From an optimization exercise on the open Yosys and OpenROAD flow, aimed at small area and a short achievable clock period; shortcuts taken in it are not production practice.
At most, simulation tests tie the RTL to the original design; equivalence was not proved.
For run 1, only the layout was checked, not whether the RTL still works.

## flow/design.v (module list and top-level ports; edited modules follow where they fit)
// module ConvolutionModule: 4299 lines
// module FA: 4 lines
// module HA: 4 lines
// module AOI22: 3 lines
// module AOI222: 4 lines
// module sqrt: 333 lines
// module Coprocessor: 21 lines
// module Triple: 655 lines
// module FilterPipe: 73 lines
module FilterPipe (
    input  wire         clk,
    input  wire         rst,
    input  wire         in_valid,
    input  wire [2:0]   op_code,
    input  wire [1:0]   matrix_size,
    input  wire [199:0] matrix_a,
    input  wire [199:0] matrix_b,
    input  wire [199:0] matrix_c,
    output reg          out_valid,
    output reg  [7:0]   result
);
  // ...
==> flow/run.sh <==
#!/bin/bash
# synth_recipe.tcl (not shown) runs the flow's synth.tcl, then flattens the netlist and writes it again
# the make line also repeats each setting of config.mk as NAME=value (left out here)
make -C /OpenROAD-flow-scripts/flow DESIGN_CONFIG=/design/flow/config.mk WORK_HOME=/design/flow/orfs CLKGATE_MAP_FILE= SYNTH_SCRIPT=/design/flow/synth_recipe.tcl finish
==> flow/config.mk <==
export PLATFORM = sky130hd
export DESIGN_NAME = FilterPipe
export DESIGN_NICKNAME = FilterPipe
export VERILOG_FILES = /design/flow/design.v
export SDC_FILE = /design/flow/constraint.sdc
export NUM_CORES = 8
export LEC_CHECK = 0
export CAP_MARGIN = 20
export CORE_MARGIN = 2
export CORE_UTILIZATION = 40
export PLACE_DENSITY_LB_ADDON = 0.1
export SLEW_MARGIN = 20
export SYNTH_HIERARCHICAL = 1
==> flow/constraint.sdc <==
create_clock -name core_clock -period 190.0 [get_ports {clk}]
set_input_delay 38.0000 -clock core_clock [delete_from_list [all_inputs] [get_ports {clk}]]
set_output_delay 38.0000 -clock core_clock [all_outputs]
set_load 0.01 [all_outputs]
==> results.json, run 1 <==
{
  "outcome": "finished clean",
  "numCtsBuffers": 68,
  "path_cells": "clkdlybuf4s50_1",
  "ant_nets": 0,
  "dpl_worst_slack_ns": 150.16,
  "fin_cells": 10600,
  "hold_path.class": "reg -> reg",
  "multiInputGateArea_um2": 73400,
  "finClkSkew_ns": 0.0261,
  "crit_path_max_fanout": 1,
  "initial_core_util": 0.403,
  "bufAreaShareNonClock": 0.0746,
  "layout_commonest_cell": "fa_1",
  "cpMaxStageDelayCell": "clkdlybuf4s50_1",
  "min_period_over_period": 0.209,
  "dp_hpwl_mm": 459,
  "period_needed_ns": 39.63,
  "postCtsSetupBuffers": 0,
  "worstHoldStart": "is6_r$_DFF_P_",
  "grt_overflow_total": 0,
  "clockRootBuffer": "clkbuf_16",
  "endpoint_kind": "output pin",
  "grt_pass1_wl_mm": 689,
  "ys_warn_count": 7,
  "port-buffer-count": 616,
  "startpoint": "out_valid$_SDFF_PP0_",
  "dp_cells": 10400,
  "multi_input_gates": 5928,
  "grt_pass1_vias": 73600,
  "wl_met3_mm": 76.0,
  "fin_util": 0.455
}
==> module Coprocessor, before the edit <==
module Coprocessor (
    input  wire [199:0] am,         
    input  wire [199:0] matrix_b,
    input  wire [199:0] matrix_c,
    output wire [7:0]   ax,         
    output wire [7:0]   ay,         
    output wire         satx,       
    output wire         saty,       
    output wire         negx        
);
    wire [249:0] t;
    Triple triple (.am(am), .t(t));
    wire [19:0] sb, sc;
    ConvolutionModule conv_b (.am(am), .t(t), .k(matrix_b), .s(sb));
    ConvolutionModule conv_c (.am(am), .t(t), .k(matrix_c), .s(sc));
    assign satx = ~(~|sb[19:8] | (&sb[19:8] & |sb[7:0]));
    assign saty = ~(~|sc[19:8] | (&sc[19:8] & |sc[7:0]));
    assign negx = sb[19];
    assign ax = sb[19] ? (~sb[7:0] + 8'd1) : sb[7:0];
    assign ay = sc[19] ? (~sc[7:0] + 8'd1) : sc[7:0];
endmodule
==> run 2: changes to the inputs <==
--- a/flow/design.v
+++ b/flow/design.v
@@ -3,5 +3,5 @@
     input  wire [249:0] t,     
     input  wire [199:0] k,     
-    output wire [19:0]  s      
+    output wire [19:0]  sn     
 );
   wire t0 = k[0] & ~k[1];
@@ -24,5 +24,5 @@
   AOI222 u_t10 (.a1(t0), .a2(am[7]), .b1(t1), .b2(am[6]), .c1(t2), .c2(t[7]), .y(t10));
   wire t11;
-  AOI222 u_t11 (.a1(t0), .a2(1'b0), .b1(t1), .b2(am[7]), .c1(t2), .c2(t[8]), .y(t11));
+  AOI22 u_t11 (.a1(t1), .a2(am[7]), .b1(t2), .b2(t[8]), .y(t11));
   wire t12 = ~(t2 & t[9]);
   wire t13 = k[2] & ~k[3];
@@ -45,5 +45,5 @@
   AOI222 u_t23 (.a1(t13), .a2(am[7]), .b1(t14), .b2(am[6]), .c1(t15), .c2(t[7]), .y(t23));
   wire t24;
-  AOI222 u_t24 (.a1(t13), .a2(1'b0), .b1(t14), .b2(am[7]), .c1(t15), .c2(t[8]), .y(t24));
+  AOI22 u_t24 (.a1(t14), .a2(am[7]), .b1(t15), .b2(t[8]), .y(t24));
   wire t25 = ~(t15 & t[9]);
   wire t26 = k[4] & ~k[5];
@@ -66,5 +66,5 @@
   AOI222 u_t36 (.a1(t26), .a2(am[7]), .b1(t27), .b2(am[6]), .c1(t28), .c2(t[7]), .y(t36));
   wire t37;
-  AOI222 u_t37 (.a1(t26), .a2(1'b0), .b1(t27), .b2(am[7]), .c1(t28), .c2(t[8]), .y(t37));
+  AOI22 u_t37 (.a1(t27), .a2(am[7]), .b1(t28), .b2(t[8]), .y(t37));
   wire t38 = ~(t28 & t[9]);
   wire t39 = ~(am[0] & k[6]);
@@ -103,5 +103,5 @@
   AOI222 u_t65 (.a1(t55), .a2(am[15]), .b1(t56), .b2(am[14]), .c1(t57), .c2(t[17]), .y(t65));
   wire t66;
-  AOI222 u_t66 (.a1(t55), .a2(1'b0), .b1(t56), .b2(am[15]), .c1(t57), .c2(t[18]), .y(t66));
+  AOI22 u_t66 (.a1(t56), .a2(am[15]), .b1(t57), .b2(t[18]), .y(t66));
   wire t67 = ~(t57 & t[19]);
   wire t68 = k[10] & ~k[11];
@@ -124,5 +124,5 @@
   AOI222 u_t78 (.a1(t68), .a2(am[15]), .b1(t69), .b2(am[14]), .c1(t70), .c2(t[17]), .y(t78));
   wire t79;
-  AOI222 u_t79 (.a1(t68), .a2(1'b0), .b1(t69), .b2(am[15]), .c1(t70), .c2(t[18]), .y(t79));
+  AOI22 u_t79 (.a1(t69), .a2(am[15]), .b1(t70), .b2(t[18]), .y(t79));
   wire t80 = ~(t70 & t[19]);
   wire t81 = k[12] & ~k[13];
@@ -145,5 +145,5 @@
   AOI222 u_t91 (.a1(t81), .a2(am[15]), .b1(t82), .b2(am[14]), .c1(t83), .c2(t[17]), .y(t91));
   wire t92;
-  AOI222 u_t92 (.a1(t81), .a2(1'b0), .b1(t82), .b2(am[15]), .c1(t83), .c2(t[18]), .y(t92));
+  AOI22 u_t92 (.a1(t82), .a2(am[15]), .b1(t83), .b2(t[18]), .y(t92));
   wire t93 = ~(t83 & t[19]);
   wire t94 = ~(am[8] & k[14]);
@@ -182,5 +182,5 @@
   AOI222 u_t120 (.a1(t110), .a2(am[23]), .b1(t111), .b2(am[22]), .c1(t112), .c2(t[27]), .y(t120));
   wire t121;
-  AOI222 u_t121 (.a1(t110), .a2(1'b0), .b1(t111), .b2(am[23]), .c1(t112), .c2(t[28]), .y(t121));
+  AOI22 u_t121 (.a1(t111), .a2(am[23]), .b1(t112), .b2(t[28]), .y(t121));
   wire t122 = ~(t112 & t[29]);
   wire t123 = k[18] & ~k[19];
@@ -203,5 +203,5 @@
   AOI222 u_t133 (.a1(t123), .a2(am[23]), .b1(t124), .b2(am[22]), .c1(t125), .c2(t[27]), .y(t133));
   wire t134;
-  AOI222 u_t134 (.a1(t123), .a2(1'b0), .b1(t124), .b2(am[23]), .c1(t125), .c2(t[28]), .y(t134));
+  AOI22 u_t134 (.a1(t124), .a2(am[23]), .b1(t125), .b2(t[28]), .y(t134));
   wire t135 = ~(t125 & t[29]);
   wire t136 = k[20] & ~k[21];
@@ -224,5 +224,5 @@
   AOI222 u_t146 (.a1(t136), .a2(am[23]), .b1(t137), .b2(am[22]), .c1(t138), .c2(t[27]), .y(t146));
   wire t147;
-  AOI222 u_t147 (.a1(t136), .a2(1'b0), .b1(t137), .b2(am[23]), .c1(t138), .c2(t[28]), .y(t147));
+  AOI22 u_t147 (.a1(t137), .a2(am[23]), .b1(t138), .b2(t[28]), .y(t147));
   wire t148 = ~(t138 & t[29]);
   wire t149 = ~(am[16] & k[22]);
@@ -261,5 +261,5 @@
   AOI222 u_t175 (.a1(t165), .a2(am[31]), .b1(t166), .b2(am[30]), .c1(t167), .c2(t[37]), .y(t175));
   wire t176;
-  AOI222 u_t176 (.a1(t165), .a2(1'b0), .b1(t166), .b2(am[31]), .c1(t167), .c2(t[38]), .y(t176));
+  AOI22 u_t176 (.a1(t166), .a2(am[31]), .b1(t167), .b2(t[38]), .y(t176));
   wire t177 = ~(t167 & t[39]);
   wire t178 = k[26] & ~k[27];
@@ -282,5 +282,5 @@
   AOI222 u_t188 (.a1(t178), .a2(am[31]), .b1(t179), .b2(am[30]), .c1(t180), .c2(t[37]), .y(t188));
   wire t189;
-  AOI222 u_t189 (.a1(t178), .a2(1'b0), .b1(t179), .b2(am[31]), .c1(t180), .c2(t[38]), .y(t189));
+  AOI22 u_t189 (.a1(t179), .a2(am[31]), .b1(t180), .b2(t[38]), .y(t189));
   wire t190 = ~(t180 & t[39]);
   wire t191 = k[28] & ~k[29];
@@ -303,5 +303,5 @@
   AOI222 u_t201 (.a1(t191), .a2(am[31]), .b1(t192), .b2(am[30]), .c1(t193), .c2(t[37]), .y(t201));
   wire t202;
-  AOI222 u_t202 (.a1(t191), .a2(1'b0), .b1(t192), .b2(am[31]), .c1(t193), .c2(t[38]), .y(t202));
+  AOI22 u_t202 (.a1(t192), .a2(am[31]), .b1(t193), .b2(t[38]), .y(t202));
   wire t203 = ~(t193 & t[39]);
   wire t204 = ~(am[24] & k[30]);
@@ -340,5 +340,5 @@
   AOI222 u_t230 (.a1(t220), .a2(am[39]), .b1(t221), .b2(am[38]), .c1(t222), .c2(t[47]), .y(t230));
   wire t231;
-  AOI222 u_t231 (.a1(t220), .a2(1'b0), .b1(t221), .b2(am[39]), .c1(t222), .c2(t[48]), .y(t231));
+  AOI22 u_t231 (.a1(t221), .a2(am[39]), .b1(t222), .b2(t[48]), .y(t231));
   wire t232 = ~(t222 & t[49]);
   wire t233 = k[34] & ~k[35];
@@ -361,5 +361,5 @@
   AOI222 u_t243 (.a1(t233), .a2(am[39]), .b1(t234), .b2(am[38]), .c1(t235), .c2(t[47]), .y(t243));
   wire t244;
-  AOI222 u_t244 (.a1(t233), .a2(1'b0), .b1(t234), .b2(am[39]), .c1(t235), .c2(t[48]), .y(t244));
+  AOI22 u_t244 (.a1(t234), .a2(am[39]), .b1(t235), .b2(t[48]), .y(t244));
   wire t245 = ~(t235 & t[49]);
   wire t246 = k[36] & ~k[37];
@@ -382,5 +382,5 @@
   AOI222 u_t256 (.a1(t246), .a2(am[39]), .b1(t247), .b2(am[38]), .c1(t248), .c2(t[47]), .y(t256));
   wire t257;
-  AOI222 u_t257 (.a1(t246), .a2(1'b0), .b1(t247), .b2(am[39]), .c1(t248), .c2(t[48]), .y(t257));
+  AOI22 u_t257 (.a1(t247), .a2(am[39]), .b1(t248), .b2(t[48]), .y(t257));
   wire t258 = ~(t248 & t[49]);
   wire t259 = ~(am[32] & k[38]);
@@ -419,5 +419,5 @@
   AOI222 u_t285 (.a1(t275), .a2(am[47]), .b1(t276), .b2(am[46]), .c1(t277), .c2(t[57]), .y(t285));
   wire t286;
-  AOI222 u_t286 (.a1(t275), .a2(1'b0), .b1(t276), .b2(am[47]), .c1(t277), .c2(t[58]), .y(t286));
+  AOI22 u_t286 (.a1(t276), .a2(am[47]), .b1(t277), .b2(t[58]), .y(t286));
   wire t287 = ~(t277 & t[59]);
   wire t288 = k[42] & ~k[43];
@@ -440,5 +440,5 @@
   AOI222 u_t298 (.a1(t288), .a2(am[47]), .b1(t289), .b2(am[46]), .c1(t290), .c2(t[57]), .y(t298));
   wire t299;
-  AOI222 u_t299 (.a1(t288), .a2(1'b0), .b1(t289), .b2(am[47]), .c1(t290), .c2(t[58]), .y(t299));
+  AOI22 u_t299 (.a1(t289), .a2(am[47]), .b1(t290), .b2(t[58]), .y(t299));
   wire t300 = ~(t290 & t[59]);
   wire t301 = k[44] & ~k[45];
@@ -461,5 +461,5 @@
   AOI222 u_t311 (.a1(t301), .a2(am[47]), .b1(t302), .b2(am[46]), .c1(t303), .c2(t[57]), .y(t311));
   wire t312;
-  AOI222 u_t312 (.a1(t301), .a2(1'b0), .b1(t302), .b2(am[47]), .c1(t303), .c2(t[58]), .y(t312));
+  AOI22 u_t312 (.a1(t302), .a2(am[47]), .b1(t303), .b2(t[58]), .y(t312));
   wire t313 = ~(t303 & t[59]);
   wire t314 = ~(am[40] & k[46]);
@@ -498,5 +498,5 @@
   AOI222 u_t340 (.a1(t330), .a2(am[55]), .b1(t331), .b2(am[54]), .c1(t332), .c2(t[67]), .y(t340));
   wire t341;
-  AOI222 u_t341 (.a1(t330), .a2(1'b0), .b1(t331), .b2(am[55]), .c1(t332), .c2(t[68]), .y(t341));
+  AOI22 u_t341 (.a1(t331), .a2(am[55]), .b1(t332), .b2(t[68]), .y(t341));
   wire t342 = ~(t332 & t[69]);
   wire t343 = k[50] & ~k[51];
@@ -519,5 +519,5 @@
   AOI222 u_t353 (.a1(t343), .a2(am[55]), .b1(t344), .b2(am[54]), .c1(t345), .c2(t[67]), .y(t353));
   wire t354;
-  AOI222 u_t354 (.a1(t343), .a2(1'b0), .b1(t344), .b2(am[55]), .c1(t345), .c2(t[68]), .y(t354));
+  AOI22 u_t354 (.a1(t344), .a2(am[55]), .b1(t345), .b2(t[68]), .y(t354));
   wire t355 = ~(t345 & t[69]);
   wire t356 = k[52] & ~k[53];
@@ -540,5 +540,5 @@
   AOI222 u_t366 (.a1(t356), .a2(am[55]), .b1(t357), .b2(am[54]), .c1(t358), .c2(t[67]), .y(t366));
   wire t367;
-  AOI222 u_t367 (.a1(t356), .a2(1'b0), .b1(t357), .b2(am[55]), .c1(t358), .c2(t[68]), .y(t367));
+  AOI22 u_t367 (.a1(t357), .a2(am[55]), .b1(t358), .b2(t[68]), .y(t367));
   wire t368 = ~(t358 & t[69]);
   wire t369 = ~(am[48] & k[54]);
@@ -577,5 +577,5 @@
   AOI222 u_t395 (.a1(t385), .a2(am[63]), .b1(t386), .b2(am[62]), .c1(t387), .c2(t[77]), .y(t395));
   wire t396;
-  AOI222 u_t396 (.a1(t385), .a2(1'b0), .b1(t386), .b2(am[63]), .c1(t387), .c2(t[78]), .y(t396));
+  AOI22 u_t396 (.a1(t386), .a2(am[63]), .b1(t387), .b2(t[78]), .y(t396));
   wire t397 = ~(t387 & t[79]);
   wire t398 = k[58] & ~k[59];
@@ -598,5 +598,5 @@
   AOI222 u_t408 (.a1(t398), .a2(am[63]), .b1(t399), .b2(am[62]), .c1(t400), .c2(t[77]), .y(t408));
   wire t409;
-  AOI222 u_t409 (.a1(t398), .a2(1'b0), .b1(t399), .b2(am[63]), .c1(t400), .c2(t[78]), .y(t409));
+  AOI22 u_t409 (.a1(t399), .a2(am[63]), .b1(t400), .b2(t[78]), .y(t409));
   wire t410 = ~(t400 & t[79]);
   wire t411 = k[60] & ~k[61];
@@ -619,5 +619,5 @@
   AOI222 u_t421 (.a1(t411), .a2(am[63]), .b1(t412), .b2(am[62]), .c1(t413), .c2(t[77]), .y(t421));
   wire t422;
-  AOI222 u_t422 (.a1(t411), .a2(1'b0), .b1(t412), .b2(am[63]), .c1(t413), .c2(t[78]), .y(t422));
+  AOI22 u_t422 (.a1(t412), .a2(am[63]), .b1(t413), .b2(t[78]), .y(t422));
   wire t423 = ~(t413 & t[79]);
   wire t424 = ~(am[56] & k[62]);
@@ -656,5 +656,5 @@
   AOI222 u_t450 (.a1(t440), .a2(am[71]), .b1(t441), .b2(am[70]), .c1(t442), .c2(t[87]), .y(t450));
   wire t451;
-  AOI222 u_t451 (.a1(t440), .a2(1'b0), .b1(t441), .b2(am[71]), .c1(t442), .c2(t[88]), .y(t451));
+  AOI22 u_t451 (.a1(t441), .a2(am[71]), .b1(t442), .b2(t[88]), .y(t451));
   wire t452 = ~(t442 & t[89]);
   wire t453 = k[66] & ~k[67];
@@ -677,5 +677,5 @@
   AOI222 u_t463 (.a1(t453), .a2(am[71]), .b1(t454), .b2(am[70]), .c1(t455), .c2(t[87]), .y(t463));
   wire t464;
-  AOI222 u_t464 (.a1(t453), .a2(1'b0), .b1(t454), .b2(am[71]), .c1(t455), .c2(t[88]), .y(t464));
+  AOI22 u_t464 (.a1(t454), .a2(am[71]), .b1(t455), .b2(t[88]), .y(t464));
   wire t465 = ~(t455 & t[89]);
   wire t466 = k[68] & ~k[69];
@@ -698,5 +698,5 @@
   AOI222 u_t476 (.a1(t466), .a2(am[71]), .b1(t467), .b2(am[70]), .c1(t468), .c2(t[87]), .y(t476));
   wire t477;
-  AOI222 u_t477 (.a1(t466), .a2(1'b0), .b1(t467), .b2(am[71]), .c1(t468), .c2(t[88]), .y(t477));
+  AOI22 u_t477 (.a1(t467), .a2(am[71]), .b1(t468), .b2(t[88]), .y(t477));
   wire t478 = ~(t468 & t[89]);
   wire t479 = ~(am[64] & k[70]);
@@ -735,5 +735,5 @@
   AOI222 u_t505 (.a1(t495), .a2(am[79]), .b1(t496), .b2(am[78]), .c1(t497), .c2(t[97]), .y(t505));
   wire t506;
-  AOI222 u_t506 (.a1(t495), .a2(1'b0), .b1(t496), .b2(am[79]), .c1(t497), .c2(t[98]), .y(t506));
+  AOI22 u_t506 (.a1(t496), .a2(am[79]), .b1(t497), .b2(t[98]), .y(t506));
   wire t507 = ~(t497 & t[99]);
   wire t508 = k[74] & ~k[75];
@@ -756,5 +756,5 @@
   AOI222 u_t518 (.a1(t508), .a2(am[79]), .b1(t509), .b2(am[78]), .c1(t510), .c2(t[97]), .y(t518));
   wire t519;
-  AOI222 u_t519 (.a1(t508), .a2(1'b0), .b1(t509), .b2(am[79]), .c1(t510), .c2(t[98]), .y(t519));
+  AOI22 u_t519 (.a1(t509), .a2(am[79]), .b1(t510), .b2(t[98]), .y(t519));
   wire t520 = ~(t510 & t[99]);
   wire t521 = k[76] & ~k[77];
@@ -777,5 +777,5 @@
   AOI222 u_t531 (.a1(t521), .a2(am[79]), .b1(t522), .b2(am[78]), .c1(t523), .c2(t[97]), .y(t531));
   wire t532;
-  AOI222 u_t532 (.a1(t521), .a2(1'b0), .b1(t522), .b2(am[79]), .c1(t523), .c2(t[98]), .y(t532));
+  AOI22 u_t532 (.a1(t522), .a2(am[79]), .b1(t523), .b2(t[98]), .y(t532));
   wire t533 = ~(t523 & t[99]);
   wire t534 = ~(am[72] & k[78]);
@@ -814,5 +814,5 @@
   AOI222 u_t560 (.a1(t550), .a2(am[87]), .b1(t551), .b2(am[86]), .c1(t552), .c2(t[107]), .y(t560));
   wire t561;
-  AOI222 u_t561 (.a1(t550), .a2(1'b0), .b1(t551), .b2(am[87]), .c1(t552), .c2(t[108]), .y(t561));
+  AOI22 u_t561 (.a1(t551), .a2(am[87]), .b1(t552), .b2(t[108]), .y(t561));
   wire t562 = ~(t552 & t[109]);
   wire t563 = k[82] & ~k[83];
@@ -835,5 +835,5 @@
   AOI222 u_t573 (.a1(t563), .a2(am[87]), .b1(t564), .b2(am[86]), .c1(t565), .c2(t[107]), .y(t573));
   wire t574;
-  AOI222 u_t574 (.a1(t563), .a2(1'b0), .b1(t564), .b2(am[87]), .c1(t565), .c2(t[108]), .y(t574));
+  AOI22 u_t574 (.a1(t564), .a2(am[87]), .b1(t565), .b2(t[108]), .y(t574));
   wire t575 = ~(t565 & t[109]);
   wire t576 = k[84] & ~k[85];
@@ -856,5 +856,5 @@
   AOI222 u_t586 (.a1(t576), .a2(am[87]), .b1(t577), .b2(am[86]), .c1(t578), .c2(t[107]), .y(t586));
   wire t587;
-  AOI222 u_t587 (.a1(t576), .a2(1'b0), .b1(t577), .b2(am[87]), .c1(t578), .c2(t[108]), .y(t587));
+  AOI22 u_t587 (.a1(t577), .a2(am[87]), .b1(t578), .b2(t[108]), .y(t587));
   wire t588 = ~(t578 & t[109]);
   wire t589 = ~(am[80] & k[86]);
@@ -893,5 +893,5 @@
   AOI222 u_t615 (.a1(t605), .a2(am[95]), .b1(t606), .b2(am[94]), .c1(t607), .c2(t[117]), .y(t615));
   wire t616;
-  AOI222 u_t616 (.a1(t605), .a2(1'b0), .b1(t606), .b2(am[95]), .c1(t607), .c2(t[118]), .y(t616));
+  AOI22 u_t616 (.a1(t606), .a2(am[95]), .b1(t607), .b2(t[118]), .y(t616));
   wire t617 = ~(t607 & t[119]);
   wire t618 = k[90] & ~k[91];
@@ -914,5 +914,5 @@
   AOI222 u_t628 (.a1(t618), .a2(am[95]), .b1(t619), .b2(am[94]), .c1(t620), .c2(t[117]), .y(t628));
   wire t629;
-  AOI222 u_t629 (.a1(t618), .a2(1'b0), .b1(t619), .b2(am[95]), .c1(t620), .c2(t[118]), .y(t629));
+  AOI22 u_t629 (.a1(t619), .a2(am[95]), .b1(t620), .b2(t[118]), .y(t629));
   wire t630 = ~(t620 & t[119]);
   wire t631 = k[92] & ~k[93];
@@ -935,5 +935,5 @@
   AOI222 u_t641 (.a1(t631), .a2(am[95]), .b1(t632), .b2(am[94]), .c1(t633), .c2(t[117]), .y(t641));
   wire t642;
-  AOI222 u_t642 (.a1(t631), .a2(1'b0), .b1(t632), .b2(am[95]), .c1(t633), .c2(t[118]), .y(t642));
+  AOI22 u_t642 (.a1(t632), .a2(am[95]), .b1(t633), .b2(t[118]), .y(t642));
   wire t643 = ~(t633 & t[119]);
   wire t644 = ~(am[88] & k[94]);
@@ -972,5 +972,5 @@
   AOI222 u_t670 (.a1(t660), .a2(am[103]), .b1(t661), .b2(am[102]), .c1(t662), .c2(t[127]), .y(t670));
   wire t671;
-  AOI222 u_t671 (.a1(t660), .a2(1'b0), .b1(t661), .b2(am[103]), .c1(t662), .c2(t[128]), .y(t671));
+  AOI22 u_t671 (.a1(t661), .a2(am[103]), .b1(t662), .b2(t[128]), .y(t671));
   wire t672 = ~(t662 & t[129]);
   wire t673 = k[98] & ~k[99];
@@ -993,5 +993,5 @@
   AOI222 u_t683 (.a1(t673), .a2(am[103]), .b1(t674), .b2(am[102]), .c1(t675), .c2(t[127]), .y(t683));
   wire t684;
-  AOI222 u_t684 (.a1(t673), .a2(1'b0), .b1(t674), .b2(am[103]), .c1(t675), .c2(t[128]), .y(t684));
+  AOI22 u_t684 (.a1(t674), .a2(am[103]), .b1(t675), .b2(t[128]), .y(t684));
   wire t685 = ~(t675 & t[129]);
   wire t686 = k[100] & ~k[101];
@@ -1014,5 +1014,5 @@
   AOI222 u_t696 (.a1(t686), .a2(am[103]), .b1(t687), .b2(am[102]), .c1(t688), .c2(t[127]), .y(t696));
   wire t697;
-  AOI222 u_t697 (.a1(t686), .a2(1'b0), .b1(t687), .b2(am[103]), .c1(t688), .c2(t[128]), .y(t697));
+  AOI22 u_t697 (.a1(t687), .a2(am[103]), .b1(t688), .b2(t[128]), .y(t697));
   wire t698 = ~(t688 & t[129]);
   wire t699 = ~(am[96] & k[102]);
@@ -1051,5 +1051,5 @@
   AOI222 u_t725 (.a1(t715), .a2(am[111]), .b1(t716), .b2(am[110]), .c1(t717), .c2(t[137]), .y(t725));
   wire t726;
-  AOI222 u_t726 (.a1(t715), .a2(1'b0), .b1(t716), .b2(am[111]), .c1(t717), .c2(t[138]), .y(t726));
+  AOI22 u_t726 (.a1(t716), .a2(am[111]), .b1(t717), .b2(t[138]), .y(t726));
   wire t727 = ~(t717 & t[139]);
   wire t728 = k[106] & ~k[107];
@@ -1072,5 +1072,5 @@
   AOI222 u_t738 (.a1(t728), .a2(am[111]), .b1(t729), .b2(am[110]), .c1(t730), .c2(t[137]), .y(t738));
   wire t739;
-  AOI222 u_t739 (.a1(t728), .a2(1'b0), .b1(t729), .b2(am[111]), .c1(t730), .c2(t[138]), .y(t739));
+  AOI22 u_t739 (.a1(t729), .a2(am[111]), .b1(t730), .b2(t[138]), .y(t739));
   wire t740 = ~(t730 & t[139]);
   wire t741 = k[108] & ~k[109];
@@ -1093,5 +1093,5 @@
   AOI222 u_t751 (.a1(t741), .a2(am[111]), .b1(t742), .b2(am[110]), .c1(t743), .c2(t[137]), .y(t751));
   wire t752;
-  AOI222 u_t752 (.a1(t741), .a2(1'b0), .b1(t742), .b2(am[111]), .c1(t743), .c2(t[138]), .y(t752));
+  AOI22 u_t752 (.a1(t742), .a2(am[111]), .b1(t743), .b2(t[138]), .y(t752));
   wire t753 = ~(t743 & t[139]);
   wire t754 = ~(am[104] & k[110]);
@@ -1130,5 +1130,5 @@
   AOI222 u_t780 (.a1(t770), .a2(am[119]), .b1(t771), .b2(am[118]), .c1(t772), .c2(t[147]), .y(t780));
   wire t781;
-  AOI222 u_t781 (.a1(t770), .a2(1'b0), .b1(t771), .b2(am[119]), .c1(t772), .c2(t[148]), .y(t781));
+  AOI22 u_t781 (.a1(t771), .a2(am[119]), .b1(t772), .b2(t[148]), .y(t781));
   wire t782 = ~(t772 & t[149]);
   wire t783 = k[114] & ~k[115];
@@ -1151,5 +1151,5 @@
   AOI222 u_t793 (.a1(t783), .a2(am[119]), .b1(t784), .b2(am[118]), .c1(t785), .c2(t[147]), .y(t793));
   wire t794;
-  AOI222 u_t794 (.a1(t783), .a2(1'b0), .b1(t784), .b2(am[119]), .c1(t785), .c2(t[148]), .y(t794));
+  AOI22 u_t794 (.a1(t784), .a2(am[119]), .b1(t785), .b2(t[148]), .y(t794));
   wire t795 = ~(t785 & t[149]);
   wire t796 = k[116] & ~k[117];
@@ -1172,5 +1172,5 @@
   AOI222 u_t806 (.a1(t796), .a2(am[119]), .b1(t797), .b2(am[118]), .c1(t798), .c2(t[147]), .y(t806));
   wire t807;
-  AOI222 u_t807 (.a1(t796), .a2(1'b0), .b1(t797), .b2(am[119]), .c1(t798), .c2(t[148]), .y(t807));
+  AOI22 u_t807 (.a1(t797), .a2(am[119]), .b1(t798), .b2(t[148]), .y(t807));
   wire t808 = ~(t798 & t[149]);
   wire t809 = ~(am[112] & k[118]);
@@ -1209,5 +1209,5 @@
   AOI222 u_t835 (.a1(t825), .a2(am[127]), .b1(t826), .b2(am[126]), .c1(t827), .c2(t[157]), .y(t835));
   wire t836;
-  AOI222 u_t836 (.a1(t825), .a2(1'b0), .b1(t826), .b2(am[127]), .c1(t827), .c2(t[158]), .y(t836));
+  AOI22 u_t836 (.a1(t826), .a2(am[127]), .b1(t827), .b2(t[158]), .y(t836));
   wire t837 = ~(t827 & t[159]);
   wire t838 = k[122] & ~k[123];
@@ -1230,5 +1230,5 @@
   AOI222 u_t848 (.a1(t838), .a2(am[127]), .b1(t839), .b2(am[126]), .c1(t840), .c2(t[157]), .y(t848));
   wire t849;
-  AOI222 u_t849 (.a1(t838), .a2(1'b0), .b1(t839), .b2(am[127]), .c1(t840), .c2(t[158]), .y(t849));
+  AOI22 u_t849 (.a1(t839), .a2(am[127]), .b1(t840), .b2(t[158]), .y(t849));
   wire t850 = ~(t840 & t[159]);
   wire t851 = k[124] & ~k[125];
@@ -1251,5 +1251,5 @@
   AOI222 u_t861 (.a1(t851), .a2(am[127]), .b1(t852), .b2(am[126]), .c1(t853), .c2(t[157]), .y(t861));
   wire t862;
-  AOI222 u_t862 (.a1(t851), .a2(1'b0), .b1(t852), .b2(am[127]), .c1(t853), .c2(t[158]), .y(t862));
+  AOI22 u_t862 (.a1(t852), .a2(am[127]), .b1(t853), .b2(t[158]), .y(t862));
   wire t863 = ~(t853 & t[159]);
   wire t864 = ~(am[120] & k[126]);
@@ -1288,5 +1288,5 @@
   AOI222 u_t890 (.a1(t880), .a2(am[135]), .b1(t881), .b2(am[134]), .c1(t882), .c2(t[167]), .y(t890));
   wire t891;
-  AOI222 u_t891 (.a1(t880), .a2(1'b0), .b1(t881), .b2(am[135]), .c1(t882), .c2(t[168]), .y(t891));
+  AOI22 u_t891 (.a1(t881), .a2(am[135]), .b1(t882), .b2(t[168]), .y(t891));
   wire t892 = ~(t882 & t[169]);
   wire t893 = k[130] & ~k[131];
@@ -1309,5 +1309,5 @@
   AOI222 u_t903 (.a1(t893), .a2(am[135]), .b1(t894), .b2(am[134]), .c1(t895), .c2(t[167]), .y(t903));
   wire t904;
-  AOI222 u_t904 (.a1(t893), .a2(1'b0), .b1(t894), .b2(am[135]), .c1(t895), .c2(t[168]), .y(t904));
+  AOI22 u_t904 (.a1(t894), .a2(am[135]), .b1(t895), .b2(t[168]), .y(t904));
   wire t905 = ~(t895 & t[169]);
   wire t906 = k[132] & ~k[133];
@@ -1330,5 +1330,5 @@
   AOI222 u_t916 (.a1(t906), .a2(am[135]), .b1(t907), .b2(am[134]), .c1(t908), .c2(t[167]), .y(t916));
   wire t917;
-  AOI222 u_t917 (.a1(t906), .a2(1'b0), .b1(t907), .b2(am[135]), .c1(t908), .c2(t[168]), .y(t917));
+  AOI22 u_t917 (.a1(t907), .a2(am[135]), .b1(t908), .b2(t[168]), .y(t917));
   wire t918 = ~(t908 & t[169]);
   wire t919 = ~(am[128] & k[134]);
@@ -1367,5 +1367,5 @@
   AOI222 u_t945 (.a1(t935), .a2(am[143]), .b1(t936), .b2(am[142]), .c1(t937), .c2(t[177]), .y(t945));
   wire t946;
-  AOI222 u_t946 (.a1(t935), .a2(1'b0), .b1(t936), .b2(am[143]), .c1(t937), .c2(t[178]), .y(t946));
+  AOI22 u_t946 (.a1(t936), .a2(am[143]), .b1(t937), .b2(t[178]), .y(t946));
   wire t947 = ~(t937 & t[179]);
   wire t948 = k[138] & ~k[139];
@@ -1388,5 +1388,5 @@
   AOI222 u_t958 (.a1(t948), .a2(am[143]), .b1(t949), .b2(am[142]), .c1(t950), .c2(t[177]), .y(t958));
   wire t959;
-  AOI222 u_t959 (.a1(t948), .a2(1'b0), .b1(t949), .b2(am[143]), .c1(t950), .c2(t[178]), .y(t959));
+  AOI22 u_t959 (.a1(t949), .a2(am[143]), .b1(t950), .b2(t[178]), .y(t959));
   wire t960 = ~(t950 & t[179]);
   wire t961 = k[140] & ~k[141];
@@ -1409,5 +1409,5 @@
   AOI222 u_t971 (.a1(t961), .a2(am[143]), .b1(t962), .b2(am[142]), .c1(t963), .c2(t[177]), .y(t971));
   wire t972;
-  AOI222 u_t972 (.a1(t961), .a2(1'b0), .b1(t962), .b2(am[143]), .c1(t963), .c2(t[178]), .y(t972));
+  AOI22 u_t972 (.a1(t962), .a2(am[143]), .b1(t963), .b2(t[178]), .y(t972));
   wire t973 = ~(t963 & t[179]);
   wire t974 = ~(am[136] & k[142]);
@@ -1446,5 +1446,5 @@
   AOI222 u_t1000 (.a1(t990), .a2(am[151]), .b1(t991), .b2(am[150]), .c1(t992), .c2(t[187]), .y(t1000));
   wire t1001;
-  AOI222 u_t1001 (.a1(t990), .a2(1'b0), .b1(t991), .b2(am[151]), .c1(t992), .c2(t[188]), .y(t1001));
+  AOI22 u_t1001 (.a1(t991), .a2(am[151]), .b1(t992), .b2(t[188]), .y(t1001));
   wire t1002 = ~(t992 & t[189]);
   wire t1003 = k[146] & ~k[147];
@@ -1467,5 +1467,5 @@
   AOI222 u_t1013 (.a1(t1003), .a2(am[151]), .b1(t1004), .b2(am[150]), .c1(t1005), .c2(t[187]), .y(t1013));
   wire t1014;
-  AOI222 u_t1014 (.a1(t1003), .a2(1'b0), .b1(t1004), .b2(am[151]), .c1(t1005), .c2(t[188]), .y(t1014));
+  AOI22 u_t1014 (.a1(t1004), .a2(am[151]), .b1(t1005), .b2(t[188]), .y(t1014));
   wire t1015 = ~(t1005 & t[189]);
   wire t1016 = k[148] & ~k[149];
@@ -1488,5 +1488,5 @@
   AOI222 u_t1026 (.a1(t1016), .a2(am[151]), .b1(t1017), .b2(am[150]), .c1(t1018), .c2(t[187]), .y(t1026));
   wire t1027;
-  AOI222 u_t1027 (.a1(t1016), .a2(1'b0), .b1(t1017), .b2(am[151]), .c1(t1018), .c2(t[188]), .y(t1027));
+  AOI22 u_t1027 (.a1(t1017), .a2(am[151]), .b1(t1018), .b2(t[188]), .y(t1027));
   wire t1028 = ~(t1018 & t[189]);
   wire t1029 = ~(am[144] & k[150]);
@@ -1525,5 +1525,5 @@
   AOI222 u_t1055 (.a1(t1045), .a2(am[159]), .b1(t1046), .b2(am[158]), .c1(t1047), .c2(t[197]), .y(t1055));
   wire t1056;
-  AOI222 u_t1056 (.a1(t1045), .a2(1'b0), .b1(t1046), .b2(am[159]), .c1(t1047), .c2(t[198]), .y(t1056));
+  AOI22 u_t1056 (.a1(t1046), .a2(am[159]), .b1(t1047), .b2(t[198]), .y(t1056));
   wire t1057 = ~(t1047 & t[199]);
   wire t1058 = k[154] & ~k[155];
@@ -1546,5 +1546,5 @@
   AOI222 u_t1068 (.a1(t1058), .a2(am[159]), .b1(t1059), .b2(am[158]), .c1(t1060), .c2(t[197]), .y(t1068));
   wire t1069;
-  AOI222 u_t1069 (.a1(t1058), .a2(1'b0), .b1(t1059), .b2(am[159]), .c1(t1060), .c2(t[198]), .y(t1069));
+  AOI22 u_t1069 (.a1(t1059), .a2(am[159]), .b1(t1060), .b2(t[198]), .y(t1069));
   wire t1070 = ~(t1060 & t[199]);
   wire t1071 = k[156] & ~k[157];
@@ -1567,5 +1567,5 @@
   AOI222 u_t1081 (.a1(t1071), .a2(am[159]), .b1(t1072), .b2(am[158]), .c1(t1073), .c2(t[197]), .y(t1081));
   wire t1082;
-  AOI222 u_t1082 (.a1(t1071), .a2(1'b0), .b1(t1072), .b2(am[159]), .c1(t1073), .c2(t[198]), .y(t1082));
+  AOI22 u_t1082 (.a1(t1072), .a2(am[159]), .b1(t1073), .b2(t[198]), .y(t1082));
   wire t1083 = ~(t1073 & t[199]);
   wire t1084 = ~(am[152] & k[158]);
@@ -1604,5 +1604,5 @@
   AOI222 u_t1110 (.a1(t1100), .a2(am[167]), .b1(t1101), .b2(am[166]), .c1(t1102), .c2(t[207]), .y(t1110));
   wire t1111;
-  AOI222 u_t1111 (.a1(t1100), .a2(1'b0), .b1(t1101), .b2(am[167]), .c1(t1102), .c2(t[208]), .y(t1111));
+  AOI22 u_t1111 (.a1(t1101), .a2(am[167]), .b1(t1102), .b2(t[208]), .y(t1111));
   wire t1112 = ~(t1102 & t[209]);
   wire t1113 = k[162] & ~k[163];
@@ -1625,5 +1625,5 @@
   AOI222 u_t1123 (.a1(t1113), .a2(am[167]), .b1(t1114), .b2(am[166]), .c1(t1115), .c2(t[207]), .y(t1123));
   wire t1124;
-  AOI222 u_t1124 (.a1(t1113), .a2(1'b0), .b1(t1114), .b2(am[167]), .c1(t1115), .c2(t[208]), .y(t1124));
+  AOI22 u_t1124 (.a1(t1114), .a2(am[167]), .b1(t1115), .b2(t[208]), .y(t1124));
   wire t1125 = ~(t1115 & t[209]);
   wire t1126 = k[164] & ~k[165];
@@ -1646,5 +1646,5 @@
   AOI222 u_t1136 (.a1(t1126), .a2(am[167]), .b1(t1127), .b2(am[166]), .c1(t1128), .c2(t[207]), .y(t1136));
   wire t1137;
-  AOI222 u_t1137 (.a1(t1126), .a2(1'b0), .b1(t1127), .b2(am[167]), .c1(t1128), .c2(t[208]), .y(t1137));
+  AOI22 u_t1137 (.a1(t1127), .a2(am[167]), .b1(t1128), .b2(t[208]), .y(t1137));
   wire t1138 = ~(t1128 & t[209]);
   wire t1139 = ~(am[160] & k[166]);
@@ -1683,5 +1683,5 @@
   AOI222 u_t1165 (.a1(t1155), .a2(am[175]), .b1(t1156), .b2(am[174]), .c1(t1157), .c2(t[217]), .y(t1165));
   wire t1166;
-  AOI222 u_t1166 (.a1(t1155), .a2(1'b0), .b1(t1156), .b2(am[175]), .c1(t1157), .c2(t[218]), .y(t1166));
+  AOI22 u_t1166 (.a1(t1156), .a2(am[175]), .b1(t1157), .b2(t[218]), .y(t1166));
   wire t1167 = ~(t1157 & t[219]);
   wire t1168 = k[170] & ~k[171];
@@ -1704,5 +1704,5 @@
   AOI222 u_t1178 (.a1(t1168), .a2(am[175]), .b1(t1169), .b2(am[174]), .c1(t1170), .c2(t[217]), .y(t1178));
   wire t1179;
-  AOI222 u_t1179 (.a1(t1168), .a2(1'b0), .b1(t1169), .b2(am[175]), .c1(t1170), .c2(t[218]), .y(t1179));
+  AOI22 u_t1179 (.a1(t1169), .a2(am[175]), .b1(t1170), .b2(t[218]), .y(t1179));
   wire t1180 = ~(t1170 & t[219]);
   wire t1181 = k[172] & ~k[173];
@@ -1725,5 +1725,5 @@
   AOI222 u_t1191 (.a1(t1181), .a2(am[175]), .b1(t1182), .b2(am[174]), .c1(t1183), .c2(t[217]), .y(t1191));
   wire t1192;
-  AOI222 u_t1192 (.a1(t1181), .a2(1'b0), .b1(t1182), .b2(am[175]), .c1(t1183), .c2(t[218]), .y(t1192));
+  AOI22 u_t1192 (.a1(t1182), .a2(am[175]), .b1(t1183), .b2(t[218]), .y(t1192));
   wire t1193 = ~(t1183 & t[219]);
   wire t1194 = ~(am[168] & k[174]);
@@ -1762,5 +1762,5 @@
   AOI222 u_t1220 (.a1(t1210), .a2(am[183]), .b1(t1211), .b2(am[182]), .c1(t1212), .c2(t[227]), .y(t1220));
   wire t1221;
-  AOI222 u_t1221 (.a1(t1210), .a2(1'b0), .b1(t1211), .b2(am[183]), .c1(t1212), .c2(t[228]), .y(t1221));
+  AOI22 u_t1221 (.a1(t1211), .a2(am[183]), .b1(t1212), .b2(t[228]), .y(t1221));
   wire t1222 = ~(t1212 & t[229]);
   wire t1223 = k[178] & ~k[179];
@@ -1783,5 +1783,5 @@
   AOI222 u_t1233 (.a1(t1223), .a2(am[183]), .b1(t1224), .b2(am[182]), .c1(t1225), .c2(t[227]), .y(t1233));
   wire t1234;
-  AOI222 u_t1234 (.a1(t1223), .a2(1'b0), .b1(t1224), .b2(am[183]), .c1(t1225), .c2(t[228]), .y(t1234));
+  AOI22 u_t1234 (.a1(t1224), .a2(am[183]), .b1(t1225), .b2(t[228]), .y(t1234));
   wire t1235 = ~(t1225 & t[229]);
   wire t1236 = k[180] & ~k[181];
@@ -1804,5 +1804,5 @@
   AOI222 u_t1246 (.a1(t1236), .a2(am[183]), .b1(t1237), .b2(am[182]), .c1(t1238), .c2(t[227]), .y(t1246));
   wire t1247;
-  AOI222 u_t1247 (.a1(t1236), .a2(1'b0), .b1(t1237), .b2(am[183]), .c1(t1238), .c2(t[228]), .y(t1247));
+  AOI22 u_t1247 (.a1(t1237), .a2(am[183]), .b1(t1238), .b2(t[228]), .y(t1247));
   wire t1248 = ~(t1238 & t[229]);
   wire t1249 = ~(am[176] & k[182]);
@@ -1841,5 +1841,5 @@
   AOI222 u_t1275 (.a1(t1265), .a2(am[191]), .b1(t1266), .b2(am[190]), .c1(t1267), .c2(t[237]), .y(t1275));
   wire t1276;
-  AOI222 u_t1276 (.a1(t1265), .a2(1'b0), .b1(t1266), .b2(am[191]), .c1(t1267), .c2(t[238]), .y(t1276));
+  AOI22 u_t1276 (.a1(t1266), .a2(am[191]), .b1(t1267), .b2(t[238]), .y(t1276));
   wire t1277 = ~(t1267 & t[239]);
   wire t1278 = k[186] & ~k[187];
@@ -1862,5 +1862,5 @@
   AOI222 u_t1288 (.a1(t1278), .a2(am[191]), .b1(t1279), .b2(am[190]), .c1(t1280), .c2(t[237]), .y(t1288));
   wire t1289;
-  AOI222 u_t1289 (.a1(t1278), .a2(1'b0), .b1(t1279), .b2(am[191]), .c1(t1280), .c2(t[238]), .y(t1289));
+  AOI22 u_t1289 (.a1(t1279), .a2(am[191]), .b1(t1280), .b2(t[238]), .y(t1289));
   wire t1290 = ~(t1280 & t[239]);
   wire t1291 = k[188] & ~k[189];
@@ -1883,5 +1883,5 @@
   AOI222 u_t1301 (.a1(t1291), .a2(am[191]), .b1(t1292), .b2(am[190]), .c1(t1293), .c2(t[237]), .y(t1301));
   wire t1302;
-  AOI222 u_t1302 (.a1(t1291), .a2(1'b0), .b1(t1292), .b2(am[191]), .c1(t1293), .c2(t[238]), .y(t1302));
+  AOI22 u_t1302 (.a1(t1292), .a2(am[191]), .b1(t1293), .b2(t[238]), .y(t1302));
   wire t1303 = ~(t1293 & t[239]);
   wire t1304 = ~(am[184] & k[190]);
@@ -1920,5 +1920,5 @@
   AOI222 u_t1330 (.a1(t1320), .a2(am[199]), .b1(t1321), .b2(am[198]), .c1(t1322), .c2(t[247]), .y(t1330));
   wire t1331;
-  AOI222 u_t1331 (.a1(t1320), .a2(1'b0), .b1(t1321), .b2(am[199]), .c1(t1322), .c2(t[248]), .y(t1331));
+  AOI22 u_t1331 (.a1(t1321), .a2(am[199]), .b1(t1322), .b2(t[248]), .y(t1331));
   wire t1332 = ~(t1322 & t[249]);
   wire t1333 = k[194] & ~k[195];
@@ -1941,5 +1941,5 @@
   AOI222 u_t1343 (.a1(t1333), .a2(am[199]), .b1(t1334), .b2(am[198]), .c1(t1335), .c2(t[247]), .y(t1343));
   wire t1344;
-  AOI222 u_t1344 (.a1(t1333), .a2(1'b0), .b1(t1334), .b2(am[199]), .c1(t1335), .c2(t[248]), .y(t1344));
+  AOI22 u_t1344 (.a1(t1334), .a2(am[199]), .b1(t1335), .b2(t[248]), .y(t1344));
   wire t1345 = ~(t1335 & t[249]);
   wire t1346 = k[196] & ~k[197];
@@ -1962,5 +1962,5 @@
   AOI222 u_t1356 (.a1(t1346), .a2(am[199]), .b1(t1347), .b2(am[198]), .c1(t1348), .c2(t[247]), .y(t1356));
   wire t1357;
-  AOI222 u_t1357 (.a1(t1346), .a2(1'b0), .b1(t1347), .b2(am[199]), .c1(t1348), .c2(t[248]), .y(t1357));
+  AOI22 u_t1357 (.a1(t1347), .a2(am[199]), .b1(t1348), .b2(t[248]), .y(t1357));
   wire t1358 = ~(t1348 & t[249]);
   wire t1359 = ~(am[192] & k[198]);
@@ -4277,24 +4277,24 @@
   FA u_t3669 (.a(t3667), .b(t3662), .c(t3664), .s(t3669), .co(t3670));
   wire t3671 = t3666 ^ t3668 ^ t3670;
-  assign s[0] = ~t1780;
-  assign s[1] = ~t1816;
-  assign s[2] = ~t1884;
-  assign s[3] = ~t1968;
-  assign s[4] = ~t2084;
-  assign s[5] = ~t2216;
-  assign s[6] = ~t2382;
-  assign s[7] = ~t2566;
-  assign s[8] = ~t2758;
-  assign s[9] = ~t2954;
-  assign s[10] = ~t3130;
-  assign s[11] = ~t3293;
-  assign s[12] = ~t3427;
-  assign s[13] = ~t3545;
-  assign s[14] = ~t3605;
-  assign s[15] = ~t3637;
-  assign s[16] = ~t3654;
-  assign s[17] = ~t3663;
-  assign s[18] = ~t3669;
-  assign s[19] = ~t3671;
+  assign sn[0] = t1780;
+  assign sn[1] = t1816;
+  assign sn[2] = t1884;
+  assign sn[3] = t1968;
+  assign sn[4] = t2084;
+  assign sn[5] = t2216;
+  assign sn[6] = t2382;
+  assign sn[7] = t2566;
+  assign sn[8] = t2758;
+  assign sn[9] = t2954;
+  assign sn[10] = t3130;
+  assign sn[11] = t3293;
+  assign sn[12] = t3427;
+  assign sn[13] = t3545;
+  assign sn[14] = t3605;
+  assign sn[15] = t3637;
+  assign sn[16] = t3654;
+  assign sn[17] = t3663;
+  assign sn[18] = t3669;
+  assign sn[19] = t3671;
 endmodule
 module FA (input wire a, input wire b, input wire c, output wire s, output wire co);
@@ -4658,7 +4658,9 @@
     wire [249:0] t;
     Triple triple (.am(am), .t(t));
-    wire [19:0] sb, sc;
-    ConvolutionModule conv_b (.am(am), .t(t), .k(matrix_b), .s(sb));
-    ConvolutionModule conv_c (.am(am), .t(t), .k(matrix_c), .s(sc));
+    wire [19:0] sbn, scn;
+    ConvolutionModule conv_b (.am(am), .t(t), .k(matrix_b), .sn(sbn));
+    ConvolutionModule conv_c (.am(am), .t(t), .k(matrix_c), .sn(scn));
+    wire [19:0] sb = ~sbn;
+    wire [19:0] sc = ~scn;
     assign satx = ~(~|sb[19:8] | (&sb[19:8] & |sb[7:0]));
     assign saty = ~(~|sc[19:8] | (&sc[19:8] & |sc[7:0]));
==> flow/flow/run.sh (new file) <==
#!/bin/bash
# The standard layout (the standard.sh: ORFS synthesis to finish), with the
# port buffers that global placement inserts made sky130_fd_sc_hd__buf_1 cells
# instead of the cell buffer_ports picks by default.
set -euo pipefail
export BUFFER_PORTS_ARGS="-buffer_cell sky130_fd_sc_hd__buf_1"
bash standard.sh finish > standard.log 2>&1
==> flow/standard.sh (new file) <==
#!/bin/bash
# synth_recipe.tcl (not shown) runs the flow's synth.tcl, then flattens the netlist and writes it again
# the make line also repeats each setting of config.mk as NAME=value (left out here)
make -C /OpenROAD-flow-scripts/flow DESIGN_CONFIG=/design/flow/config.mk WORK_HOME=/design/flow/orfs CLKGATE_MAP_FILE= SYNTH_SCRIPT=/design/flow/synth_recipe.tcl "${@:-finish}"
--- a/flow/config.mk
+++ b/flow/config.mk
@@ -8,5 +8,7 @@
 export CAP_MARGIN = 20
 export CORE_MARGIN = 2
-export CORE_UTILIZATION = 40
+export CORE_UTILIZATION = 30
+export CTS_CLUSTER_DIAMETER = 60
+export CTS_CLUSTER_SIZE = 20
 export PLACE_DENSITY_LB_ADDON = 0.1
 export SLEW_MARGIN = 20
removed: flow/run.sh
==> results.json, run 2 <==
{
  "outcome": "finished clean",
  "reg2regPathDepth": 64,
  "path_buf_inv": 2,
  "startpoint": "matrix_size[1]",
  "min_period_over_period": 0.207,
  "cp.arrival_ns": 39.85,
  "startpoint_type": "input pin",
  "rr_startpoint": "ax_m[3]$_DFF_P_",
  "port-buffer-count": 616,
  "clockRootBuffer": "clkbuf_16",
  "ant_nets": 0,
  "drt-met1-wl_mm": 221,
  "dr_wl_met2_mm": 238,
  "cts_sinks": 634,
  "dp_hpwl_mm": 490,
  "slew_headroom": 0.229,
  "initial_core_util": 0.301,
  "fp.dieW_um": 549,
  "placed_cell_area_um2": 95100,
  "maxCapViolations": 0,
  "postCtsSetupBuffers": 0,
  "grt_usage": 0.368,
  "die_h_um": 549,
  "avgRoutedWirePerCell_um": 49.2,
  "numCtsBuffers": 54,
  "grt_overflow_total": 0,
  "cts_buffer_depth": 3,
  "dr.pass1.iters": 15,
  "cts_hold_buf": 0,
  "dp_cells": 11300,
  "path_cells": "clkbuf_4 > nor2_4 > buf_4 > nor2b_1",
  "wl_met3_mm": 56.1,
  "finalHoldViolations": 0,
  "cp.depth": 4,
  "syn-cell-area_um2": 89100,
  "drt_drc_violations_left": 0,
  "fin_nets": 10600,
  "antenna_found_initial": 21,
  "cts_tree": "done",
  "critical_path_class": "in -> reg",
  "fin_cells": 11400,
  "fill_cells": 29700,
  "setup_violations": 0,
  "synthToLayoutAreaGrowth_pct": 8.93,
  "core_area_um2": 296000,
  "netlist_instances": 6929,
  "cpMaxStageDelayCell": "nor2_4",
  "cp-endpoint": "a_r[101]$_DFF_P_",
  "wl_mm": 559,
  "layout_commonest_cell": "fa_1",
  "avgSynthCellArea_um2": 12.9,
  "drive_gt1_frac": 0.0619,
  "endpoint_kind": "flip-flop",
  "crit_family": "buffers and inverters",
  "finalMaxSlewViolations": 0,
  "setup_tns_ns": 0,
  "routed-via-count": 71300,
  "layout_common_cells": "fa_1 (2488), a222oi_1 (1050), nand2_1 (1025)",
  "via_per_inst": 6.27,
  "hold_path.class": "reg -> reg",
  "rrSetupSlack_ns": 166.35,
  "maxUsedRoutingLayer": "met5",
  "grt_pass1_wl_mm": 722,
  "period_needed_ns": 39.24,
  "crit_path_max_fanout": 54,
  "top_regs": "a_r: 200 flops, b_r: 200 flops, c_r: 200 flops",
  "grt_start_max_net_pins": 55,
  "finClkSkew_ns": 0.0283,
  "slowest_delay_ns": 0.64,
  "required_ns": 190.62,
  "tightest_slew_ns": 1.16,
  "rsz0062_at_grt": "false",
  "ys_warn_count": 7,
  "fin_area_um2": 97000,
  "clk_latency_ns": 0.76,
  "place.gp.congestion": 1.09,
  "hold_ws_ns": 0.352,
  "fin_util": 0.328,
  "die_area_um2": 301000,
  "grt_pass1_vias": 72400,
  "reg2reg_to": "result[0]$_DFF_P_",
  "h-tree-depth": 2,
  "clkSlewWorstSetupHoldPaths_ns": 0.08,
  "drtIter0Drc": 17200,
  "ioPinCount": 617,
  "max_clock_freq_mhz": 25.5,
  "rows": 200,
  "cts.repair.resized": 0
}
## run 2: through the flow
step	setup WS, ns
global placement	149.97
floorplan	151.35
finish	150.76
CTS	150.69
detailed placement	149.94
global route	150.70
## run 2: worst min-delay path by stage
stage             startpoint            end  cells after the start
4_1_cts        is6_r$_DFF_P_  is6_m$_DFF_P_                      0
3_5_place_dp   is6_r$_DFF_P_  is6_m$_DFF_P_                      0
5_1_grt        is6_r$_DFF_P_  is6_m$_DFF_P_                      0
3_3_place_gp   is6_r$_DFF_P_  is6_m$_DFF_P_                      0
2_1_floorplan  is6_r$_DFF_P_  is6_m$_DFF_P_                      0
6_report       is7_r$_DFF_P_  is7_m$_DFF_P_                      0
## run 2: worst reg2reg max path: cells and delay by family (launching register included)
kind / cells / cell delay (ns)
buffers and inverters: 5 / 1.26
AND/OR/NAND/NOR: 10 / 2.27
XOR/XNOR: 4 / 1.81
multiplexers: 1 / 0.42
AO/OA/AOI/OAI: 9 / 2.12
adder cells (fa/ha/maj): 35 / 15.01
flip-flops: 1 / 0.60
## run 2: layer usage
layer  global-route usage  vias up
met2                0.537     5493
met5                    0        -
met4                0.229       12
met1                0.496    38700
met3               0.0790      790
li1                     -    26300
## run 2: layout make-up
type                            count  area [um^2]  share of cell area
Multi-Input combinational cell   5777        73300               0.755
Sequential cell                   634        12700               0.131
Tap cell                         3939         4930              0.0508
Timing Repair Buffer              808         3760              0.0388
Clock buffer                       62         1440              0.0149
Clock inverter                     34          484             0.00499
Inverter                          113          424             0.00437
Antenna cell                        6         15.0            0.000155
==> run 3: changes to the inputs <==
--- a/flow/config.mk
+++ b/flow/config.mk
@@ -7,6 +7,7 @@
 export LEC_CHECK = 0
 export CAP_MARGIN = 20
+export CELL_PAD_IN_SITES_DETAIL_PLACEMENT = 1
 export CORE_MARGIN = 2
-export CORE_UTILIZATION = 30
+export CORE_UTILIZATION = 40
 export CTS_CLUSTER_DIAMETER = 60
 export CTS_CLUSTER_SIZE = 20
==> results.json, run 3 <==
{
  "finalHoldViolations": 0,
  "grt_pass1_wl_mm": 709,
  "fin_nets": 10600,
  "grt_pass1_vias": 75300,
  "avgSynthCellArea_um2": 12.9,
  "clk_latency_ns": 0.76,
  "hold_ws_ns": 0.366,
  "fp.dieW_um": 476,
  "antenna_found_initial": 29,
  "postCtsSetupBuffers": 0,
  "layout_common_cells": "fa_1 (2488), a222oi_1 (1050), nand2_1 (1025)",
  "dp_hpwl_mm": 475,
  "place.gp.congestion": 1.12,
  "drt_drc_violations_left": 0,
  "h-tree-depth": 2,
  "hold_path.class": "reg -> reg",
  "via_per_inst": 7.04,
  "layout_commonest_cell": "fa_1",
  "critical_path_class": "reg -> out",
  "cts_tree": "done",
  "initial_core_util": 0.401,
  "tightest_slew_ns": 1.07,
  "min_period_over_period": 0.207,
  "placed_cell_area_um2": 93900,
  "setup_tns_ns": 0,
  "maxCapViolations": 0,
  "die_area_um2": 226000,
  "slowest_delay_ns": 0.31,
  "die_h_um": 476,
  "synthToLayoutAreaGrowth_pct": 7.46,
  "netlist_instances": 6929,
  "routed-via-count": 73300,
  "required_ns": 152.00,
  "drive_gt1_frac": 0.0611,
  "outcome": "finished clean",
  "core_area_um2": 222000,
  "rows": 173,
  "crit_family": "flip-flops",
  "period_needed_ns": 39.26,
  "ioPinCount": 617,
  "avgRoutedWirePerCell_um": 52.4,
  "startpoint_type": "flip-flop",
  "numCtsBuffers": 52,
  "top_regs": "a_r: 200 flops, b_r: 200 flops, c_r: 200 flops",
  "port-buffer-count": 616,
  "crit_path_max_fanout": 1,
  "cp.arrival_ns": 1.26,
  "dr.pass1.iters": 15,
  "finalMaxSlewViolations": 0,
  "cts_sinks": 634,
  "ys_warn_count": 7,
  "rsz0062_at_grt": "false",
  "drtIter0Drc": 19000,
  "max_clock_freq_mhz": 25.5,
  "endpoint_kind": "output pin",
  "cts.repair.resized": 0,
  "slew_headroom": 0.284,
  "fin_area_um2": 95700,
  "cpMaxStageDelayCell": "dfxtp_1",
  "grt_start_max_net_pins": 80,
  "fill_cells": 23100,
  "path_buf_inv": 1,
  "path_cells": "buf_1",
  "ant_nets": 0,
  "grt_overflow_total": 0,
  "finClkSkew_ns": 0.0426,
  "clkSlewWorstSetupHoldPaths_ns": 0.08,
  "setup_violations": 0,
  "syn-cell-area_um2": 89100,
  "clockRootBuffer": "clkbuf_16",
  "grt_usage": 0.480,
  "cts_buffer_depth": 3,
  "cts_hold_buf": 0,
  "wl_mm": 545
}
[run 3: worst register-to-register path, delay by kind of cell, from the launching register on]
kind	cells	cell delay, ns
buffers and inverters	6	1.26
DFF	1	0.54
and+or+nand+nor	9	2.24
adders and majority gates	35	15.07
AOI/OAI and AO/OA	12	2.64
muxes	1	0.11
xor gates and xnor gates	4	1.31
[run 3: layout make-up]
cell class	instances	area (um^2)	area share
flip-flops and latches	634	12700	0.133
repair buffers	806	3770	0.0394
multi-input cells	5777	73300	0.765
inverters	113	424	0.00443
well taps	2975	3720	0.0389
clock buffers	55	1320	0.0138
diodes	12	30.0	0.000314
clock inverters	35	488	0.00510
[run 3: through the flow]
stage | utilization | std cells | setup slack (ns)
CTS | 0.431 | 10400 | 150.68
global placement | 0.423 | 10300 | 150.23
floorplan | - | 6929 | 151.35
global route | 0.431 | 10400 | 150.68
finish | 0.431 | 10400 | 150.74
detailed placement | 0.423 | 10300 | 150.16
[run 3: worst paths after layout]
| path | start | to | slack, ns | depth (start not counted) |
|---|---|---|---|---|
| max | out_valid$_SDFF_PP0_ | out_valid | 150.74 | 1 |
| min | is7_r$_DFF_P_ | is7_m$_DFF_P_ | 0.37 | 0 |
| max reg2reg | ax_m[1]$_DFF_P_ | result[0]$_DFF_P_ | 166.71 | 67 |
| min reg2reg | is7_r$_DFF_P_ | is7_m$_DFF_P_ | 0.37 | 0 |
[run 3: routing by layer]
layer | GRT usage | vias up | wire length (um)
li1 | - | 26300 | -
met1 | 0.611 | 39300 | 197000
met2 | 0.671 | 6379 | 223000
met3 | 0.168 | 1256 | 73000
met4 | 0.356 | 28 | 52500
met5 | 0 | - | 183
==> run 4: changes to the inputs <==
==> flow/flow/run.sh (replaced) <==
#!/bin/bash
# The standard layout (the standard.sh: ORFS from synthesis to finish) with
# two changes: the buffers that ABC inserted are removed at floorplan
# (REMOVE_ABC_BUFFERS=1, as global placement is not timing driven here), and
# the port buffers that global placement inserts are sky130_fd_sc_hd__buf_1.
# make's output goes to standard.log; ORFS keeps each step's log under orfs/logs.
set -euo pipefail
export BUFFER_PORTS_ARGS="-buffer_cell sky130_fd_sc_hd__buf_1"
bash standard.sh REMOVE_ABC_BUFFERS=1 finish > standard.log 2>&1
--- a/flow/config.mk
+++ b/flow/config.mk
@@ -10,6 +10,7 @@
 export CORE_MARGIN = 2
 export CORE_UTILIZATION = 40
-export CTS_CLUSTER_DIAMETER = 60
-export CTS_CLUSTER_SIZE = 20
+export CTS_CLUSTER_DIAMETER = 80
+export CTS_CLUSTER_SIZE = 30
+export GPL_TIMING_DRIVEN = 0
 export PLACE_DENSITY_LB_ADDON = 0.1
 export SLEW_MARGIN = 20
==> results.json, run 4 <==
{
  "outcome": "finished clean",
  "hold_path.class": "reg -> reg",
  "fill_cells": 23300,
  "slowest_delay_ns": 0.32,
  "multiInputGateArea_um2": 73300,
  "place.gp.congestion": 1.12,
  "grt_usage": 0.477,
  "cts.repair.resized": 0,
  "cpMaxStageDelayCell": "dfxtp_1",
  "cp.arrival_ns": 1.20,
  "routed-via-count": 72800,
  "tightest_slew_ns": 1.27,
  "cts_sinks": 634,
  "period_needed_ns": 39.20,
  "h-tree-depth": 2,
  "finalMaxSlewViolations": 0,
  "ant_nets": 0,
  "clockRootBuffer": "clkbuf_16",
  "rrSetupSlack_ns": 167.01,
  "cts_buffer_depth": 3,
  "path_buf_inv": 1,
  "slew_headroom": 0.154,
  "drtIter0Drc": 18000,
  "endpoint_kind": "output pin",
  "seqCellArea_um2": 12700,
  "core_area_um2": 222000,
  "fp.dieW_um": 476,
  "netlist_instances": 6929,
  "setup_tns_ns": 0,
  "finClkSkew_ns": 0.0305,
  "rsz0062_at_grt": "false",
  "fin_nets": 10400,
  "initial_core_util": 0.401,
  "layout_commonest_cell": "fa_1",
  "crit_family": "flip-flops",
  "syn-cell-area_um2": 89100,
  "avgSynthCellArea_um2": 12.9,
  "max_clock_freq_mhz": 25.5,
  "path_cells": "buf_1",
  "die_area_um2": 226000,
  "postCtsSetupBuffers": 0,
  "cts_tree": "done",
  "drt_drc_violations_left": 0,
  "ys_warn_count": 7,
  "avgRoutedWirePerCell_um": 53.3,
  "via_per_inst": 7.14,
  "dp_hpwl_mm": 475,
  "rows": 173,
  "clkSlewWorstSetupHoldPaths_ns": 0.09,
  "critical_path_class": "reg -> out",
  "top_regs": "a_r: 200 flops, b_r: 200 flops, c_r: 200 flops",
  "setup_violations": 0,
  "drive_gt1_frac": 0.0345,
  "finalHoldViolations": 0,
  "grt_pass1_vias": 73700,
  "wl_mm": 544,
  "fin_util": 0.423,
  "cts_hold_buf": 0,
  "crit_path_max_fanout": 1,
  "dr.pass1.iters": 20,
  "grt_start_max_net_pins": 55,
  "synthToLayoutAreaGrowth_pct": 5.42,
  "port-buffer-count": 616,
  "min_period_over_period": 0.206,
  "antenna_found_initial": 22,
  "layout_common_cells": "fa_1 (2488), a222oi_1 (1050), nand2_1 (1025)",
  "ioPinCount": 617,
  "clk_latency_ns": 0.71,
  "required_ns": 152.00,
  "die_h_um": 476,
  "numCtsBuffers": 34,
  "startpoint_type": "flip-flop",
  "maxCapViolations": 0,
  "grt_pass1_wl_mm": 702,
  "grt_overflow_total": 0
}
-- run 4: path summary, 6_finish.rpt --
check | startpoint | end | depth (start not counted)
max | result[2]$_DFF_P_ | result[2] | 1
min | is6_r$_DFF_P_ | is6_m$_DFF_P_ | 0
min reg2reg | is6_r$_DFF_P_ | is6_m$_DFF_P_ | 0
max reg2reg | ay_m[0]$_DFF_P_ | result[0]$_DFF_P_ | 64
-- run 4: per-stage QoR --
| stage | area (um^2) | std cells | setup WS (ns) | hold slack [ns] |
|---|---|---|---|---|
| 5_1_grt | 93900 | 10200 | 150.73 | 0.359 |
| 3_3_place_gp | 92400 | 10100 | 142.47 | 0.319 |
| 6_report | 93900 | 10200 | 150.80 | 0.345 |
| 2_1_floorplan | 86400 | 6524 | 150.51 | 0.310 |
| 4_1_cts | 93800 | 10200 | 150.75 | 0.343 |
| 3_5_place_dp | 92500 | 10100 | 150.36 | 0.323 |
-- run 4: layout make-up --
class                   instances  area share
repair buffers                624      0.0263
clock buffers                  39     0.00994
multi-input cells            5777       0.780
clock inverters                20     0.00365
flip-flops and latches        634       0.135
inverters                     113     0.00452
diodes                         14    0.000373
well taps                    2975      0.0396
-- run 4: layer usage --
| metal | routed length, um | GRT usage | up-vias | part of all wire |
|---|---|---|---|---|
| met5 | 120 | 0 | - | 0.00022 |
| met4 | 47100 | 0.322 | 18 | 0.087 |
| met3 | 70300 | 0.155 | 1142 | 0.13 |
| met2 | 228000 | 0.683 | 6347 | 0.42 |
| met1 | 198000 | 0.614 | 39400 | 0.37 |
| li1 | - | - | 25900 | - |

-- static timing again, ports no longer ideal --
The results above use ideal ports. As a check the final layouts listed here were re-extracted and re-timed, cells and wires unchanged.
Step 1 assumes that a clkbuf_16 drives the clock port and a buf_2 every other input.
Step 2, shift: input delay + t, output delay - t, t = (earliest + latest rising clock arrival at the registers) / 2. This alone moves slack from input paths to output paths.
Three values: ideal ports, drivers, drivers and shift; two values: the first two.
run | shift t [ns] | setup WS [ns] | worst setup path at the end | worst register clock-pin slew, ns | worst data-port slew with drivers (ns)
run 1 | 0.828 | 150.367 / 150.262 / 150.168 | input to register | 0.06 / 0.06 | 0.15
run 2 | 0.853 | 150.762 / 150.663 / 149.996 | input to register | 0.08 / 0.08 | 0.10
run 3 | 0.851 | 150.741 / 150.633 / 150.163 | input to register | 0.08 / 0.08 | 0.10
run 4 | 0.802 | 150.800 / 150.695 / 150.351 | input to register | 0.11 / 0.11 | 0.11
After both steps every run listed still meets setup and hold. The setup slack of run 2, which loses most, moves by -0.099 ns with the drivers and by -0.766 ns with both steps.
